From an optimization exercise on the open Yosys and OpenROAD flow, aimed at small area; shortcuts taken in it are not production practice.
Function was checked by simulation only, so behaviour that the tests miss may differ from the original.
Power is estimated from default activity; no workload was simulated.

Setup of wip/tundra:
## flappy_bird
module flappy_bird
	(
		clk,
		resetn,
		key1,
		x,
		y,
		colour,
		plot,
		crash,
		HEX0,
		HEX1
	);
clock: 10.0 ns
lec_check: 0
abc_area: 1
cap_margin: 20
core_margin: 2
core_utilization: 40
cts_buf_list: sky130_fd_sc_hd__clkbuf_8
slew_margin: 20
standard.sh (not shown) runs the stock make flow with config.mk's settings and CLKGATE_MAP_FILE= SYNTH_SCRIPT=/design/flow/synth_recipe.tcl, a recipe that flattens the netlist after the stock synthesis.
==> flow/flow/run.sh <==
#!/bin/bash
# Layout flow: the standard synthesis, then the combinational logic
# between the registers is re-mapped by ABC for area (registers, their
# names and cell types are kept), then the standard layout from the
# re-mapped netlist. Each tool's output goes to a log file in this folder.
set -euo pipefail
R=orfs/results/${FLOW_PLATFORM}/flappy_bird/base
bash standard.sh synth > synth.log 2>&1
cp $R/1_2_yosys.v $R/1_2_yosys.std.v
LIB=$(ls ${FLOW_HOME}/platforms/${FLOW_PLATFORM}/lib/sky130_fd_sc_hd__tt_025C_1v80.lib)
YOSYS=$(command -v yosys || echo ${FLOW_HOME}/../tools/install/yosys/bin/yosys)
IN=$R/1_2_yosys.std.v OUT=$R/1_2_yosys.remap.v LIB=$LIB ABCSCRIPT=flow/abc.script \
  $YOSYS -c flow/remap.tcl > remap.log 2>&1
cp $R/1_2_yosys.remap.v $R/1_2_yosys.v
bash standard.sh "BUFFER_PORTS_ARGS=-buffer_cell sky130_fd_sc_hd__buf_1" "CTS_ARGS=-sink_clustering_enable -repair_clock_nets -buf_list {sky130_fd_sc_hd__clkbuf_4 sky130_fd_sc_hd__clkbuf_8} -dont_use_dummy_load" finish > layout.log 2>&1
==> flow/flow/abc.script <==
strash
&get -n
&deepsyn -T 20
&put
dch
amap
strash
&get -n
&deepsyn -T 20
&put
dch
amap
strash
&get -n
&deepsyn -T 20
&put
dch
amap
topo
Other scripts of this flow, unchanged in this note and not shown: flow/flow/remap.tcl
In summary, wip/tundra completed successfully, with a layout that passed the timing, DRC and antenna checks.
#### Input delta (wip/xenon over wip/tundra)
- GPL_TIMING_DRIVEN now 0, previously not set
- CAP_MARGIN now 0, was 20
- SLEW_MARGIN now 0, was 20
==> summary.txt <==
- wip/xenon | status: complete | timing, DRC, antenna: pass
- Total length of routed met2 wires (lower): wip/xenon
- Share of power burned in registers delta for wip/xenon relative to wip/tundra: 0.4 points higher
- Taking wip/tundra as the reference, in wip/xenon reported combinational group power went down about 0.6%, HPWL reported at the end of detailed placement went down about 4.5%, power per standard cell area held, flip-flop and latch count held.
- Global-route usage on wip/xenon is down relative to wip/tundra.
- Against wip/tundra, wip/xenon comes in 4.5 points higher on fraction of the cycle the final worst path needs.
- Route | wip/xenon vs wip/tundra | wire shorter in wip/xenon
- The total power of wip/xenon is lower than that of wip/tundra.
- Going from wip/tundra to wip/xenon, layout overhead on the synthesized area shrinks by 0.42 points.
The following lists how wip/violet was set up differently from wip/xenon:
- SLEW_MARGIN: 0 -> 20
- GPL_TIMING_DRIVEN: 0 -> unset
- CAP_MARGIN: 0 -> 20
--- a/flow/flow/run.sh
+++ b/flow/flow/run.sh
@@ -15 +15 @@
-bash standard.sh "BUFFER_PORTS_ARGS=-buffer_cell sky130_fd_sc_hd__buf_1" "CTS_ARGS=-sink_clustering_enable -repair_clock_nets -buf_list {sky130_fd_sc_hd__clkbuf_4 sky130_fd_sc_hd__clkbuf_8} -dont_use_dummy_load" finish > layout.log 2>&1
+bash standard.sh "BUFFER_PORTS_ARGS=-buffer_cell sky130_fd_sc_hd__buf_1" "CTS_ARGS=-sink_clustering_enable -repair_clock_nets -buf_list {sky130_fd_sc_hd__clkbuf_2 sky130_fd_sc_hd__clkbuf_4 sky130_fd_sc_hd__clkbuf_8 sky130_fd_sc_hd__clkbuf_16} -dont_use_dummy_load" finish > layout.log 2>&1
==> flow/flow/abc.script <==
strash
&get -n
&deepsyn -T 5
&put
dch
amap
strash
&get -n
&deepsyn -T 5
&put
dch
amap
strash
&get -n
&deepsyn -T 5
&put
dch
amap
topo
Results
- Having completed the whole flow, wip/violet delivered a layout that passed the timing, DRC and antenna checks.
- Summary — placement row count, wip/violet relative to wip/xenon: higher, by 1.
- wip/violet vs. wip/xenon: routed wire length went up by about 5%.
- wip/violet vs wip/xenon: via count of the first global-routing pass up in wip/violet
- Diff wip/xenon -> wip/violet | HPWL after detailed placement | increase of 3.5%
- wip/violet against wip/xenon: final cell count saw an increase, total power saw a decrease.
- Re area occupied by registers: no difference whatsoever between wip/xenon and wip/violet.
[inputs] wip/indigo vs wip/violet
--- a/flow/flow/run.sh
+++ b/flow/flow/run.sh
@@ -15 +15 @@
-bash standard.sh "BUFFER_PORTS_ARGS=-buffer_cell sky130_fd_sc_hd__buf_1" "CTS_ARGS=-sink_clustering_enable -repair_clock_nets -buf_list {sky130_fd_sc_hd__clkbuf_2 sky130_fd_sc_hd__clkbuf_4 sky130_fd_sc_hd__clkbuf_8 sky130_fd_sc_hd__clkbuf_16} -dont_use_dummy_load" finish > layout.log 2>&1
+bash standard.sh "BUFFER_PORTS_ARGS=-buffer_cell sky130_fd_sc_hd__buf_1" "CTS_ARGS=-sink_clustering_enable -repair_clock_nets -buf_list {sky130_fd_sc_hd__clkbuf_4 sky130_fd_sc_hd__clkbuf_8} -dont_use_dummy_load" finish > layout.log 2>&1
==> flow/flow/abc.script <==
strash
&get -n
&deepsyn -T 20
&put
dch
amap
strash
&get -n
&deepsyn -T 20
&put
dch
amap
topo
--- outcome ---
Measured against each other, wip/violet and wip/indigo differ in biggest cell delay along the critical path, the lower figure coming from wip/indigo. Worst setup path startpoint = x2[1]$_SDFFCE_PP1P_: wip/indigo; worst setup path startpoint = x2[0]$_SDFFCE_PP1P_: wip/violet. When wip/indigo is set beside wip/violet, its setup slack of the critical path after layout turns out to be 0.84 ns larger. Between wip/violet and wip/indigo, the proportion of power drawn by flip-flops and latches is lower for wip/violet. Final routed wire length divided by cell count was lower in wip/violet than in wip/indigo. wip/indigo vs. wip/violet: total global routing track utilization climbed 0.25 points; proportion of power drawn by the clock network -3.9 points; sequential cell area share up 0.75 points. Of wip/violet and wip/indigo, the run reporting the higher buffer count excluding the clock tree in the final layout was wip/violet. Relative to wip/violet, total chip power has gone down in wip/indigo. Looking only at clock skew, and setting everything else aside, the higher value of wip/violet and wip/indigo goes to wip/indigo. Cell count after placement: wip/violet vs wip/indigo — no meaningful difference.
Edits applied to the flow inputs when going from wip/indigo to wip/raven:
--- a/flow/flow/run.sh
+++ b/flow/flow/run.sh
@@ -15 +15 @@
-bash standard.sh "BUFFER_PORTS_ARGS=-buffer_cell sky130_fd_sc_hd__buf_1" "CTS_ARGS=-sink_clustering_enable -repair_clock_nets -buf_list {sky130_fd_sc_hd__clkbuf_4 sky130_fd_sc_hd__clkbuf_8} -dont_use_dummy_load" finish > layout.log 2>&1
+bash standard.sh "BUFFER_PORTS_ARGS=-buffer_cell sky130_fd_sc_hd__buf_1" "CTS_ARGS=-sink_clustering_enable -repair_clock_nets -buf_list sky130_fd_sc_hd__clkbuf_8 -sink_clustering_size 16 -sink_clustering_max_diameter 80 -dont_use_dummy_load" finish > layout.log 2>&1
==> flow/flow/abc.script <==
strash
&get -n
&deepsyn -T 5
&put
dch
amap
strash
&get -n
&deepsyn -T 5
&put
dch
amap
strash
&get -n
&deepsyn -T 5
&put
dch
amap
topo
==> comparison <==
Diff wip/indigo and wip/raven: cell area lower in wip/indigo. wip/raven | status: complete | timing, DRC, antenna: pass. From wip/indigo to wip/raven the numbers moved as follows: share of the core filled with cells in the final layout stayed essentially flat; setup slack fell by 0.85 ns; pin slew with the least headroom to its limit rose by 0.042 ns. The net switching component of the power of wip/raven was inferior to that of wip/indigo. Comparing wip/indigo with wip/raven, the post-synth net total came out essentially unchanged. Fraction of power consumed by the clock network (wip/raven over wip/indigo): decrease, 0.4 points.

==> re-timing with driven ports <==
In the flow no input, the clock included, has a driving cell. The finished layouts below were timed again as built, in two steps. Step 1: set_driving_cell puts a clkbuf_16 on clk and a buf_2 on each other input, an assumption about the parent block. Step 2 times the ports against the registers' clock, not the clock port: input delays grow and output delays shrink by t, the midpoint of the rising clock arrivals with the driver on. a / b / c = ideal / step 1 / step 2; a / b = the first two.
| run | t, ns | setup WS [ns] | worst hold slack (ns) | clock arrival spread, ns |
|---|---|---|---|---|
| wip/tundra | 0.412 | 3.208 / 3.208 / 3.208 | 0.409 / 0.409 / 0.409 | 0.033 / 0.033 |
| wip/xenon | 0.406 | 2.758 / 2.758 / 2.758 | 0.413 / 0.413 / 0.413 | 0.035 / 0.034 |
| wip/violet | 0.386 | 1.547 / 1.547 / 1.547 | 0.403 / 0.403 / 0.403 | 0.014 / 0.014 |
| wip/indigo | 0.412 | 2.386 / 2.386 / 2.386 | 0.408 / 0.408 / 0.408 | 0.026 / 0.026 |
| wip/raven | 0.412 | 1.535 / 1.535 / 1.535 | 0.407 / 0.407 / 0.407 | 0.023 / 0.023 |
After both steps every run listed still meets setup and hold.
